What follows belongs to an exercise in optimizing a design on an open flow for small area; a production flow would make more cautious choices.
At most, simulation tests tie the RTL to the original design; equivalence was not proved.
For run 2, only the layout was checked, not whether the RTL still works.
No run shown here takes its clock network from TritonCTS; it comes from the design's own scripts or RTL.
The clock input has no modelled driver; a real chip could not lean on it and would need a root buffer or a full tree.
No activity file was given, so power comes from the tool's default toggle rates.

==> design/flow/config.mk <==
export PLATFORM = sky130hd
export DESIGN_NAME = mtm_Alu
export DESIGN_NICKNAME = mtm_Alu
export VERILOG_FILES = /design/flow/design.v
export SDC_FILE = /design/flow/constraint.sdc
export NUM_CORES = 4
export LEC_CHECK = 0
export ABC_AREA = 1
export CAP_MARGIN = 20
export CORE_MARGIN = 2
export CORE_UTILIZATION = 60
export SLEW_MARGIN = 20
==> design/flow/constraint.sdc <==
create_clock -name core_clock -period 5.0 [get_ports {clk}]
set_input_delay 1.0000 -clock core_clock [delete_from_list [all_inputs] [get_ports {clk}]]
set_output_delay 1.0000 -clock core_clock [all_outputs]
set_load 0.01 [all_outputs]
==> design/flow/design.v <==
module mtm_Alu (
    input  wire clk,    
    input  wire rst_n,  
    input  wire sin,    
    output reg  sout    
);
localparam R_IDLE = 4'b0110, R_TYPE = 4'b0111, R_STOP = 4'b0000, R_RDY = 4'b0010;
reg [3:0] rs;
reg [3:0] rf;     
reg       terr;   
reg [3:0] crc;
reg [2:0] op;
reg [31:0] L, U;
wire rx_bit = rs[3];
wire r_type = ~rs[3] & rs[0];
wire r_stop = ~rs[3] & ~rs[1];
wire r_wait = ~rs[3] & rs[1] & ~rs[0];
wire rdy    = ~rs[3] & ~rs[2] & rs[1];
wire full   = rf[3];
wire cmp    = full & rs[3] & rs[2];       
wire r_end  = full | terr;
always @(posedge clk or negedge rst_n)
    if (!rst_n) begin
        rs <= R_IDLE;
        rf <= 4'd0;
    end else begin
        if (rdy)
            rf <= 4'd0;
        else if (r_stop && !r_end)
            rf <= rf + 4'd1;
        if (r_stop)
            rs <= r_end ? R_RDY : R_IDLE;
        else if (r_wait)
            rs <= sin ? R_IDLE : R_TYPE;
        else
            rs <= rs + 4'd1;
    end
always @(posedge clk) begin
    if (r_type)
        terr <= sin ^ full;
    if ((rf == 4'd0) && !rs[3] && rs[2])
        crc <= 4'd0;
    else if (rx_bit)
        crc <= {crc[3] ^ crc[2] ^ sin, crc[1], crc[0], crc[3] ^ (cmp ? sin : crc[2])};
    if (rx_bit && !cmp)
        op <= {op[1:0], sin};
    if (rx_bit && !full)
        L <= {L[30:0], sin};
end
wire sub   = op[0];
wire arith = op[2];
wire pass  = cmp;
wire [1:0] sel = rs[1:0];                       
reg  [7:0] La;
always @*
    case (sel)
        2'd0: La = L[7:0];
        2'd1: La = L[15:8];
        2'd2: La = L[23:16];
        default: La = L[31:24];
    endcase
wire [7:0] Ub = U[7:0];
wire [7:0] Bx = Ub ^ {8{sub}};
reg        kc;                                  
wire [8:0] cy;
wire [7:0] C8;
assign cy[0] = (sel == 2'd0) ? sub : kc;
genvar i;
generate
    for (i = 0; i < 8; i = i + 1) begin : g_alu
        assign cy[i+1] = (La[i] & Bx[i]) | (La[i] & cy[i]) | (Bx[i] & cy[i]);
        assign C8[i] = arith ? (La[i] ^ Bx[i] ^ cy[i]) : sub ? (La[i] | Ub[i]) : (La[i] & Ub[i]);
    end
endgenerate
always @(posedge clk)
    kc <= cy[8];
wire flag_c = arith & (cy[8] ^ sub);
wire flag_v = arith & (cy[8] ^ cy[7]);
wire crc_bad = |crc;
wire err_op  = full & op[1];
wire err_crc = full & ~op[1] & crc_bad;
wire err_dat = ~full | (~op[1] & ~crc_bad & terr);
wire is_err  = ~full | op[1] | crc_bad | terr;
localparam T_START = 4'b0110;
reg [2:0] tf;
reg [3:0] ts;
reg [3:0] F;      
reg [2:0] tcrc;
wire tx_on  = (tf != 3'd0);
wire ctl_fr = ~tf[2] & (tf[1] ^ tf[0]);
wire t_err  = tf[1];                       
wire tx_bit = tx_on & ts[3];
wire c_bit  = tx_bit & ~ctl_fr;            
wire t_stop = ~ts[3] & ~ts[1];
wire k0     = (ts[2:0] == 3'd0);
wire k_hi   = ts[2] & (ts[1] | ts[0]);     
wire k7     = ts[2] & ts[1] & ts[0];
wire pay = !ctl_fr ? U[31] : (k0 | (k7 & t_err)) ? t_err : (k_hi & ~t_err) ? tcrc[2] : F[3];
wire out_nxt = !tx_on ? 1'b1 :
               ts[3] ? pay :
               ~ts[1] | (ts[0] & ctl_fr);
always @(posedge clk or negedge rst_n)
    if (!rst_n)
        tf <= 3'd0;
    else if (rdy)
        tf <= is_err ? 3'b010 : 3'b100;
    else if (tx_on && t_stop)
        tf <= ctl_fr ? 3'b000 : {~tf[0], tf[2], tf[1]};
wire tcrc_d = (ctl_fr && k_hi) ? tcrc[0] : pay;
always @(posedge clk) begin
    if (rdy || t_stop)
        ts <= T_START;
    else
        ts <= ts + 4'd1;
    if (rdy)
        tcrc <= 3'd0;
    else if (tx_bit)
        tcrc <= {tcrc[1] ^ tcrc_d ^ tcrc[0], tcrc[0], tcrc_d ^ tcrc[2]};
    if (rdy) begin
        if (is_err)
            F <= {err_dat, err_crc, err_op, err_dat};
    end else if (pass && (sel == 2'd3))
        F <= {flag_c, flag_v, 1'b1, C8[7]};
    else if (c_bit)
        F[1] <= F[1] & ~U[31];
    else if (ctl_fr && tx_bit && !k0)
        F <= {F[2:0], F[2]};
    if (pass)
        U <= {C8, U[31:8]};
    else if ((rx_bit && rf[2]) || c_bit)
        U <= {U[30:0], L[31]};
    sout <= out_nxt;
end
endmodule
==> design/flow/flow/run.sh <==
#!/bin/bash
# Own layout flow: the standard synthesis, then the combinational logic between the
# registers is mapped again by ABC with an area-oriented script (registers, full adders
# and the design's ports are kept as they are), then the standard layout from the
# floorplan on. Each tool's output goes to a log file of its own in this folder.
set -euo pipefail
HERE=$(pwd)
FLOWDIR=$HERE/flow
RES=$HERE/orfs/results/${FLOW_PLATFORM}/mtm_Alu/base
LIB=$FLOW_HOME/platforms/${FLOW_PLATFORM}/lib/sky130_fd_sc_hd__tt_025C_1v80.lib
YOSYS=$FLOW_HOME/../tools/install/yosys/bin/yosys
[[ -x $YOSYS ]] || YOSYS=$(command -v yosys)

# 1. standard synthesis
bash standard.sh synth > $HERE/log_1_standard_synth.txt 2>&1

# 2. re-map the combinational logic
cp $RES/1_2_yosys.v $HERE/standard_1_2_yosys.v
python3 $FLOWDIR/unmap.py $LIB $HERE/standard_1_2_yosys.v $HERE/unmapped.v fa_ > $HERE/log_2_unmap.txt 2>&1
DONTUSE=""
for c in $(sed -n '/DONT_USE_CELLS/,/^$/p' $FLOW_HOME/platforms/${FLOW_PLATFORM}/config.mk | grep -o 'sky130_fd_sc_hd__[a-z0-9_]*'); do
  DONTUSE="$DONTUSE -dont_use $c"
done
cat > $HERE/resynth.ys <<EOY
read_liberty -lib $LIB
read_verilog $HERE/unmapped.v
hierarchy -check -top $FLOW_TOP
techmap
opt -fast
opt_clean
abc -liberty $LIB $DONTUSE -script $FLOWDIR/abc_area.scr -D 5000
opt_clean -purge
hilomap -singleton -hicell sky130_fd_sc_hd__conb_1 HI -locell sky130_fd_sc_hd__conb_1 LO
splitnets
opt_clean -purge
insbuf -buf sky130_fd_sc_hd__buf_4 A X
check -assert
tee -o $HERE/resynth_stat.txt stat -liberty $LIB
write_verilog -noattr -noexpr -nohex -nodec $HERE/resynth.v
EOY
$YOSYS -s $HERE/resynth.ys > $HERE/log_3_resynth.txt 2>&1
cp $HERE/resynth.v $RES/1_2_yosys.v
touch $RES/1_2_yosys.v

# 3. standard layout from the floorplan on; after clock_tree_synthesis the clock
#    tree is rebuilt as one level of four buffers (flow/post_cts.tcl)
bash standard.sh finish "CTS_ARGS=-sink_clustering_enable -repair_clock_nets -dont_use_dummy_load" \
  "POST_CTS_TCL=$FLOWDIR/post_cts.tcl" "BUFFER_PORTS_ARGS=-buffer_cell sky130_fd_sc_hd__buf_1" "GPL_KEEP_OVERFLOW=0" \
  > $HERE/log_4_standard_layout.txt 2>&1
==> design/flow/flow/abc_area.scr <==
strash; dch -f; amap; topo; stime -c
==> design/flow/flow/post_cts.tcl <==
# POST_CTS_TCL hook: replace the clock tree that clock_tree_synthesis built with
# a single level of four clkbuf_16 driven by the clock port, each driving a
# quarter of the registers, grouped by position (two columns of two groups).
# Every register gets the same buffer type and the same number of buffers
# from the clock port.
set mt_block [ord::get_db_block]
set mt_db [ord::get_db]
set mt_clk [$mt_block findNet clk]
set mt_master [$mt_db findMaster sky130_fd_sc_hd__clkbuf_16]

# register clock pins
set mt_sinks {}
foreach mt_inst [$mt_block getInsts] {
  if {![[$mt_inst getMaster] isSequential]} { continue }
  set mt_it [$mt_inst findITerm CLK]
  if {$mt_it eq "NULL" || $mt_it eq ""} { continue }
  set mt_loc [$mt_inst getLocation]
  lappend mt_sinks [list [lindex $mt_loc 0] [lindex $mt_loc 1] $mt_it]
}
puts "post_cts: [llength $mt_sinks] register clock pins"

# take out the tree clock_tree_synthesis built
foreach mt_inst [$mt_block getInsts] {
  set mt_name [$mt_inst getName]
  set mt_mname [[$mt_inst getMaster] getName]
  if {([string match "clkbuf_*" $mt_name] && [string match "sky130_fd_sc_hd__clkbuf_*" $mt_mname])
      || ([string match "clkload*" $mt_name] && [string match "sky130_fd_sc_hd__clkinv*" $mt_mname])} {
    set mt_out [[$mt_inst findITerm X] getNet]
    foreach mt_it [$mt_inst getITerms] { if {[$mt_it getNet] ne "NULL"} { $mt_it disconnect } }
    odb::dbInst_destroy $mt_inst
    if {$mt_out ne "NULL" && $mt_out ne $mt_clk} {
      foreach mt_it [$mt_out getITerms] { $mt_it disconnect }
      odb::dbNet_destroy $mt_out
    }
  }
}
foreach mt_s $mt_sinks {
  set mt_it [lindex $mt_s 2]
  if {[$mt_it getNet] ne "NULL"} { $mt_it disconnect }
}

# four groups: split by x into two columns, each column by y into two groups
set mt_sinks [lsort -integer -index 0 $mt_sinks]
set mt_n [llength $mt_sinks]
set mt_groups {}
for {set c 0} {$c < 2} {incr c} {
  set mt_col [lsort -integer -index 1 [lrange $mt_sinks [expr {$c * $mt_n / 2}] [expr {($c + 1) * $mt_n / 2 - 1}]]]
  set mt_m [llength $mt_col]
  for {set r 0} {$r < 2} {incr r} {
    lappend mt_groups [lrange $mt_col [expr {$r * $mt_m / 2}] [expr {($r + 1) * $mt_m / 2 - 1}]]
  }
}
set mt_g 0
foreach mt_grp $mt_groups {
  set sx 0; set sy 0
  foreach s $mt_grp { set sx [expr {$sx + [lindex $s 0]}]; set sy [expr {$sy + [lindex $s 1]}] }
  set cx [expr {$sx / [llength $mt_grp]}]; set cy [expr {$sy / [llength $mt_grp]}]
  set mt_inst [odb::dbInst_create $mt_block $mt_master "clkbuf_leaf_$mt_g"]
  $mt_inst setLocation $cx $cy
  $mt_inst setPlacementStatus PLACED
  set mt_net [odb::dbNet_create $mt_block "clknet_leaf_$mt_g"]
  $mt_net setSigType CLOCK
  [$mt_inst findITerm A] connect $mt_clk
  [$mt_inst findITerm X] connect $mt_net
  foreach s $mt_grp { [lindex $s 2] connect $mt_net }
  incr mt_g
}
puts "post_cts: $mt_g clock buffers"

detailed_placement
estimate_parasitics -placement
if { [llength [info procs repair_timing_helper]] } {
  repair_timing_helper
  detailed_placement
}
check_placement -verbose
report_clock_skew
==> design/flow/flow/unmap.py <==
#!/usr/bin/env python3
"""Turn a mapped sky130hd netlist back into generic logic: combinational cells become
assign statements from their liberty functions; sequential cells stay as instances."""
import re,sys
lib, src, dst = sys.argv[1], sys.argv[2], sys.argv[3]
KEEP=tuple(sys.argv[4].split(",")) if len(sys.argv)>4 else ("@",)
cells={}
cur=None; pin=None; depth=0
text=open(lib).read()
for m in re.finditer(r'cell\s*\(\s*"?(\w+)"?\s*\)\s*\{', text):
    pass
# crude block parser
i=0
cellre=re.compile(r'\bcell\s*\(\s*"?(\w+)"?\s*\)\s*\{')
pos=0
while True:
    m=cellre.search(text,pos)
    if not m: break
    name=m.group(1); j=m.end(); d=1
    while d:
        c=text[j]
        if c=='{': d+=1
        elif c=='}': d-=1
        j+=1
    body=text[m.end():j]; pos=j
    seq = bool(re.search(r'\b(ff|latch|statetable)\s*\(',body))
    funcs={}
    for pm in re.finditer(r'\bpin\s*\(\s*"?(\w+)"?\s*\)\s*\{',body):
        k=pm.end(); dd=1
        while dd:
            c=body[k]
            if c=='{': dd+=1
            elif c=='}': dd-=1
            k+=1
        pb=body[pm.end():k]
        f=re.search(r'\bfunction\s*:\s*"([^"]*)"',pb)
        dirm=re.search(r'\bdirection\s*:\s*"?(\w+)"?',pb)
        if dirm and dirm.group(1)=='output' and f: funcs[pm.group(1)]=f.group(1)
    cells[name]=(seq,funcs)
net=open(src).read()
out=[]
inst=re.compile(r'^\s*(sky130_fd_sc_hd__\w+)\s+(\S+)\s*\((.*?)\);',re.S|re.M)
last=0; body=[]
def conv(expr,pins):
    e=expr.replace('!','~')
    def sub(mm):
        p=mm.group(0)
        return '('+pins[p]+' )' if p in pins else p
    return re.sub(r'\b[A-Za-z_]\w*\b',sub,e)
res=[]
for m in inst.finditer(net):
    res.append(net[last:m.start()])
    typ,name,pbody=m.group(1),m.group(2),m.group(3)
    pins={k:v.strip() for k,v in re.findall(r'\.(\w+)\(([^()]*?)\)\s*,?',pbody)}
    seq,funcs=cells[typ]
    if seq or not funcs or typ.split("__")[1].startswith(KEEP):
        res.append(m.group(0))
    else:
        for o,f in funcs.items():
            if o in pins and pins[o]:
                res.append(f'  assign {pins[o]}  = {conv(f,pins)};\n')
    last=m.end()
res.append(net[last:])
open(dst,'w').write(''.join(res))
==> design/flow/standard.sh <==
#!/bin/bash
# synth_recipe.tcl (not shown) runs the flow's synth.tcl, then flattens the netlist and writes it again
# the make line also repeats each setting of config.mk as NAME=value (left out here)
make -C /OpenROAD-flow-scripts/flow DESIGN_CONFIG=/design/flow/config.mk WORK_HOME=/design/flow/orfs CLKGATE_MAP_FILE= SYNTH_SCRIPT=/design/flow/synth_recipe.tcl "${@:-finish}"
==> metrics.md, run 1 <==
| Metric | Value |
|---|---|
| Clock Latency Late Sink | 0.16 ns |
| Die W | between 80 and 90 µm |
| Die area | 7760 µm² |
| CP required | 5.01 ns |
| Final Hold Fails | 0 |
| Crit Path Max Fanout | 8 |
| Crit. End Element | flip-flop |
| DRC errors left | 0 |
| Final Max Tran Viols | 0 |
| Leakage power | ~1.5 nW |
| First drt pass iteration count | 5 |
| Placed Cells | 471 |
| Area Overhead vs Synth | 8.82% |
| GP Congestion | 0.838 |
| Status | no timing/DRC/antenna violations |
| Layout cells sized above 1 | 5.50% |
| Crit path kind | flip-flop to flip-flop |
| Worst Tran Pin Value | 0.891 ns |
| Min Tclk post-route | 4.81 ns |
| Core Rows | 30 |
| Number of global-route vias before repair | 2665 |
| Max Cap Viol | 0 |
| Avg Synthesized Cell Area | 11.5 µm² |
| FMAX | 208 MHz |
| Wire length per cell | 17.5 µm |
| Netlist Area Pre-Place | 4240 µm² |
| Clock skew | 0.0110 ns |
| Pwr Density | 721 nW/µm² |
| Port buffer count | 3 |
| Via density per instance | between 6 and 7 |
| Vias post-DR | 2930 |
| Overflow after GRT | 0 |
| Non-filler cells, final | around 480 |
| First-pass GRT wire length | roughly 14000 µm |
| Initial Utilization | 62.1% |
| Total power | about 0.0033 W |
| ANT cells | 0 |
| Reg clk slew, reported paths | 0.09 ns |
| Antenna Nets Post-Route | 0 |
| YS warnings | 1 |
| Worst vdd ir | around 0.45 mV |
| Die height | 88.1 µm |
| Num ports | 4 |
| Initial DRC count | 222 |
| HPWL Detailed | 6010 µm |
| Post-Syn Instances | 368 |
| Largest net degree at the start of global routing | 32 |
| Overall Global Routing Usage | between 20% and 30% |
| DRT Wirelength | 8350 µm |
| Tcrit/Tclk final | between 90 and 100% |
| Worst setup SP type | flip-flop |
| Initial antenna violation count | 0 |
| Clk sinks | 96 |
| Hold Path Class | flip-flop to flip-flop |
| Crit path DAT | 4.82 ns |
| Final setup viols | 0 |
| CORE AREA | 6830 µm² |
| Worst rel slew slack | about two fifths |
| Final #Nets | between 300 and 400 |
| Syn Nets | approximately 380 |
-- report_power, final --
group          leakage, nW  internal [W]  switching (W)
clock               0.0493      0.000147       0.000186
combinational        0.567      0.000550       0.000849
sequential           0.925       0.00135       0.000252
total                 1.54       0.00204        0.00129
-- layout make-up --
type,instances,area [µm²]
fillers,528,2220
multi-input cells,232,1430
inverters,40,151
flip-flops and latches,96,2700
plain buffers,4,100
well taps,96,120
repair buffers,10,111
-- registers in the layout, summed over array words and instances, names as in the netlist --
register  count
tcrc          3
rf            4
F             4
tf            3
rs            4
op            3
L            32
crc           4
sout          1
ts            4
U            32
terr          1
kc            1
-- worst paths after layout --
kind | startpoint | endpoint | slack, ns | cells past startpoint
hold / removal | L[7] | L[8] | 0.46 | 0
setup reg to reg | rs[1] | F[0] | 0.19 | 18
min in group asynchronous | rst_n | rf[2] | 0.82 | 1
hold reg to reg | L[7] | L[8] | 0.46 | 0
max in group asynchronous | rst_n | rs[3] | 3.78 | 1
setup / recovery | rs[1] | F[0] | 0.19 | 18
-- worst max-delay path: stages (launching register included) --
cell and delay [ns]:
dfstp_2 0.58, clkinv_1 0.16, nor2_4 0.21, clkinv_2 0.15
nor2_1 0.11, a21oi_1 0.07, o21ai_0 0.13, o22ai_1 0.13
fa_1 0.42, fa_1 0.40, fa_1 0.40, fa_1 0.39
fa_1 0.38, clkinv_1 0.07, fa_2 0.23, fa_1 0.40
nand2_1 0.06, o311ai_0 0.16, o21ai_0 0.20
-- cells in the final DEF (no fill, tap or decap), types with 2 or more instances in the layout --
cell type and instances:
a221oi_1 2, buf_8 2, nor2_1 49, buf_4 3
nand3_1 7, edfxtp_1 72, a222oi_1 8, or2_0 4
o311ai_0 2, dfxtp_1 13, a311oi_1 2, o21ai_0 18
o22ai_1 11, a21oi_1 35, dfrtp_1 9, a211oi_1 8
fa_1 6, nand2_1 29, o32ai_1 4, nor2_4 2
a31oi_1 4, buf_1 3, o221ai_1 2, clkinv_1 39
o22a_1 15, nor3_1 6, dfstp_2 2, clkbuf_16 4
-- per-layer routing --
metal | vias to the layer above | track usage [%] | routed length (µm)
met3 | 8 | 4.62 | 378
met5 | - | 0 | 0
li1 | 1436 | - | -
met1 | 1421 | 35.9 | 4120
met4 | 0 | 4.55 | 79
met2 | 65 | 34.8 | 3770
-- stage by stage --
step	hold WS (ns)	cell area [µm²]	setup WS [ns]	utilization (%)	TNS (ns)
5_1_grt	0.474	4610	-0.0192	67.5	-0.0192
2_1_floorplan	0.421	4250	0.225	-	0
3_3_place_gp	0.436	4380	-1.52	64.1	-64.09
6_report	0.463	4610	0.185	67.5	0
3_5_place_dp	0.444	4480	-0.166	65.5	-0.385
==> run 2, diff against run 1 <==
--- a/design/flow/design.v
+++ b/design/flow/design.v
@@ -7,7 +7,7 @@
 localparam R_IDLE = 4'b0110, R_TYPE = 4'b0111, R_STOP = 4'b0000, R_RDY = 4'b0010;
 reg [3:0] rs;
 reg [3:0] rf;     
-reg       terr;   
+reg       ttype;  
 reg [3:0] crc;
 reg [2:0] op;
 reg [31:0] L, U;
@@ -18,7 +18,7 @@
 wire rdy    = ~rs[3] & ~rs[2] & rs[1];
 wire full   = rf[3];
 wire cmp    = full & rs[3] & rs[2];       
-wire r_end  = full | terr;
+wire r_end  = full | ttype;               
 always @(posedge clk or negedge rst_n)
     if (!rst_n) begin
         rs <= R_IDLE;
@@ -37,7 +37,7 @@
     end
 always @(posedge clk) begin
     if (r_type)
-        terr <= sin ^ full;
+        ttype <= sin;
     if ((rf == 4'd0) && !rs[3] && rs[2])
         crc <= 4'd0;
     else if (rx_bit)
@@ -79,8 +79,8 @@
 wire crc_bad = |crc;
 wire err_op  = full & op[1];
 wire err_crc = full & ~op[1] & crc_bad;
-wire err_dat = ~full | (~op[1] & ~crc_bad & terr);
-wire is_err  = ~full | op[1] | crc_bad | terr;
+wire err_dat = ~full | (~op[1] & ~crc_bad & ~ttype);
+wire is_err  = ~full | op[1] | crc_bad | ~ttype;
 localparam T_START = 4'b0110;
 reg [2:0] tf;
 reg [3:0] ts;
--- a/design/flow/flow/run.sh
+++ b/design/flow/flow/run.sh
@@ -45,5 +45,5 @@
 # 3. standard layout from the floorplan on; after clock_tree_synthesis the clock
 #    tree is rebuilt as one level of four buffers (flow/post_cts.tcl)
 bash standard.sh finish "CTS_ARGS=-sink_clustering_enable -repair_clock_nets -dont_use_dummy_load" \
-  "POST_CTS_TCL=$FLOWDIR/post_cts.tcl" "BUFFER_PORTS_ARGS=-buffer_cell sky130_fd_sc_hd__buf_1" "GPL_KEEP_OVERFLOW=0" \
+  "POST_CTS_TCL=$FLOWDIR/post_cts.tcl" "BUFFER_PORTS_ARGS=-buffer_cell sky130_fd_sc_hd__buf_1" \
   > $HERE/log_4_standard_layout.txt 2>&1
==> metrics.md, run 2 <==
| Metric | Value |
|---|---|
| CP required | 5.01 ns (about the same) |
| Reg clk slew, reported paths | 0.09 ns (about the same) |
| Post-Syn Instances | 377 (+2.4%) |
| Crit. End Element | flip-flop |
| Area Overhead vs Synth | 8.01% |
| Vias post-DR | 2940 (+0.34%) |
| Layout cells sized above 1 | 5.82% (+0.33 points) |
| Largest net degree at the start of global routing | 40 (+25%) |
| RSZ-0062 raised after global routing | false |
| ANT cells | 0 (unchanged) |
| Port buffer count | 3 (unchanged) |
| Min Tclk post-route | 4.66 ns (-0.159 ns) |
| Overflow after GRT | 0 (unchanged) |
| Final #Nets | 407 (+3.3%) |
| Worst vdd ir | 0.453 mV (+1.2%) |
| Most frequent cells in the layout | edfxtp_1, nor2_1, clkinv_1 |
| Avg Synthesized Cell Area | 11.4 µm² (-1.5%) |
| Total power | 0.00361 W (+8.5%) |
| Clock Latency Late Sink | 0.15 ns (about the same) |
| Fin util | 67.7% (+0.11 points) |
| Clock skew | 0.00538 ns (-0.00559 ns) |
| Hold Path Class | flip-flop to flip-flop |
| Final Hold Fails | 0 (unchanged) |
| Max Cap Viol | 0 (unchanged) |
| Comb power frac | 42.7% (+0.7 points) |
| Worst rel slew slack | 57.4% (+17 points) |
| Number of global-route vias before repair | 2817 (+5.7%) |
| FMAX | 215 MHz (+3.4%) |
| Worst Tran Pin Value | 0.636 ns (-0.255 ns) |
| Netlist Area Pre-Place | 4280 µm² (+0.91%) |
| Worst setup SP type | flip-flop |
| DRC errors left | 0 (unchanged) |
| Overall Global Routing Usage | 22.9% (-0.34 points) |
| CORE AREA | 6830 µm² (unchanged) |
| Crit path kind | flip-flop to flip-flop |
| P_sw | 0.00139 W (+8.4%) |
| HPWL Detailed | 5840 µm (-2.9%) |
| First drt pass iteration count | 7 (+2) |
| Initial DRC count | 197 (-11%) |
| Die W | 88.5 µm (+0.44%) |
| Hold WS | 0.461 ns (-0.00197 ns) |
| YS warnings | 1 (unchanged) |
| Switching share of power | 38.6% (about the same) |
| Die height | 88.5 µm (+0.44%) |
| Pwr Density | 781 nW/µm² (+8.3%) |
| Final Max Tran Viols | 0 (unchanged) |
| Final setup viols | 0 (unchanged) |
| Worst Reg-to-Reg Cells | 18 (unchanged) |
| Biggest regs | L (32), U (32) |
| Initial Utilization | 62.6% (+0.57 points) |
| Wire length per cell | 16.8 µm (-4.1%) |
| Tcrit/Tclk final | 93.1% (-3.2 points) |
| Clk sinks | 96 (unchanged) |
| Num ports | 4 (unchanged) |
| Die area | 7820 µm² (+0.88%) |
| DRT Wirelength | 8230 µm (-1.5%) |
| Status | no timing/DRC/antenna violations |
| Crit Path Max Fanout | 7 (-1) |
| Seq pwr share | 48.3% (+0.3 points) |
| Commonest non-fill, non-tap cell in the layout | edfxtp_1 |
| Initial antenna violation count | 0 (unchanged) |
| Syn Nets | 387 (+2.4%) |
| Via density per instance | 5.99 (-2.3%) |
| Leakage power | 1.58 nW (+2.5%) |
| Crit path DAT | 4.67 ns (-0.15 ns) |
| Fillers | 546 (+3.4%) |
| Clock Power Share | 9.1% (-0.9 points) |
| Core Rows | 30 (unchanged) |
| Worst hold stages | 0 (unchanged) |
| Antenna Nets Post-Route | 0 (unchanged) |
| GP Congestion | 0.915 (+9.2%) |
| First-pass GRT wire length | 13400 µm (-2.0%) |
| Int Pwr | 0.00222 W (+8.5%) |
| TNS Setup | 0 ns (unchanged) |
-- run 2: path summary, 6_finish.rpt --
path	start	slack [ns]	endpoint
max	rs[1]	0.34	F[0]
min	L[5]	0.46	L[6]
max reg2reg	rs[1]	0.34	F[0]
min reg2reg	L[5]	0.46	L[6]
max in group asynchronous	rst_n	3.81	rs[0]
min in group asynchronous	rst_n	0.81	rf[3]
-- run 2: layer usage --
layer  wire (µm)  vias to the layer above  global-route usage (%)
met5           0                        -                       0
met4         119                        0                    5.65
met3         322                       13                    5.13
met2        4120                       66                    38.3
met1        3660                     1409                    30.7
li1            -                     1452                       -
-- run 2: power by group through the flow --
stage | Sequential, W | Combinational, W | Clock, W
2_1_floorplan | 0.00165 | 0.00115 | 0
3_3_place_gp | 0.00175 | 0.00144 | 0
3_5_place_dp | 0.00176 | 0.00150 | 0
5_1_grt | 0.00179 | 0.00176 | 0.000359
6_report | 0.00174 | 0.00154 | 0.000327
-- run 2: critical path, stage by stage, from the launching register on --
cell and delay, ns:
dfstp_2 0.59, nor2_1 0.07, buf_4 0.16, a22o_1 0.20
a221oi_2 0.21, clkinv_1 0.14, fa_2 0.41, fa_1 0.40
fa_1 0.39, fa_1 0.39, fa_1 0.37, clkinv_1 0.06
fa_2 0.22, fa_1 0.39, nand2_1 0.07, o311ai_1 0.11
nor2_1 0.13, a21oi_1 0.06, o21ai_1 0.13
-- run 2: metrics by stage --
step,setup WS [ns],cells,instance area [µm²]
finish,0.345,491,4620
global route,0.0306,491,4620
detailed placement,0.140,486,4500
global placement,0.222,486,4500
floorplan,0.332,377,4280
-- run 2: cell type report --
cell class	count	area, µm²	area share, %
tap	96	120	2.60
buffer	4	100	2.17
timing repair buffer	14	93.8	2.03
inverter	47	176	3.82
multi-input combinational	234	1430	31.0
sequential	96	2700	58.4

[static timing again, ports no longer ideal]
No port has a modelled driver above. Below, the same layouts with a new extraction and two added sets of constraints. Step 1 assumes that a clkbuf_16 drives the clock port and a buf_2 every other input. Step 2 moves the port delays by t, midway between the first and last clock arrival at a register: inputs arrive t later, outputs are due t later. That takes back most of the time a late clock gives input paths. Slacks: ideal / step 1 / step 2; pairs: ideal / step 1.
run	t (ns)	setup slack, ns	worst register clock-pin slew, ns	worst data-port slew with drivers (ns)
run 1	0.230	0.185 / 0.185 / 0.185	0.09 / 0.09	0.03
run 2	0.230	0.345 / 0.345 / 0.345	0.09 / 0.09	0.03
After both steps every run listed still meets setup and hold.
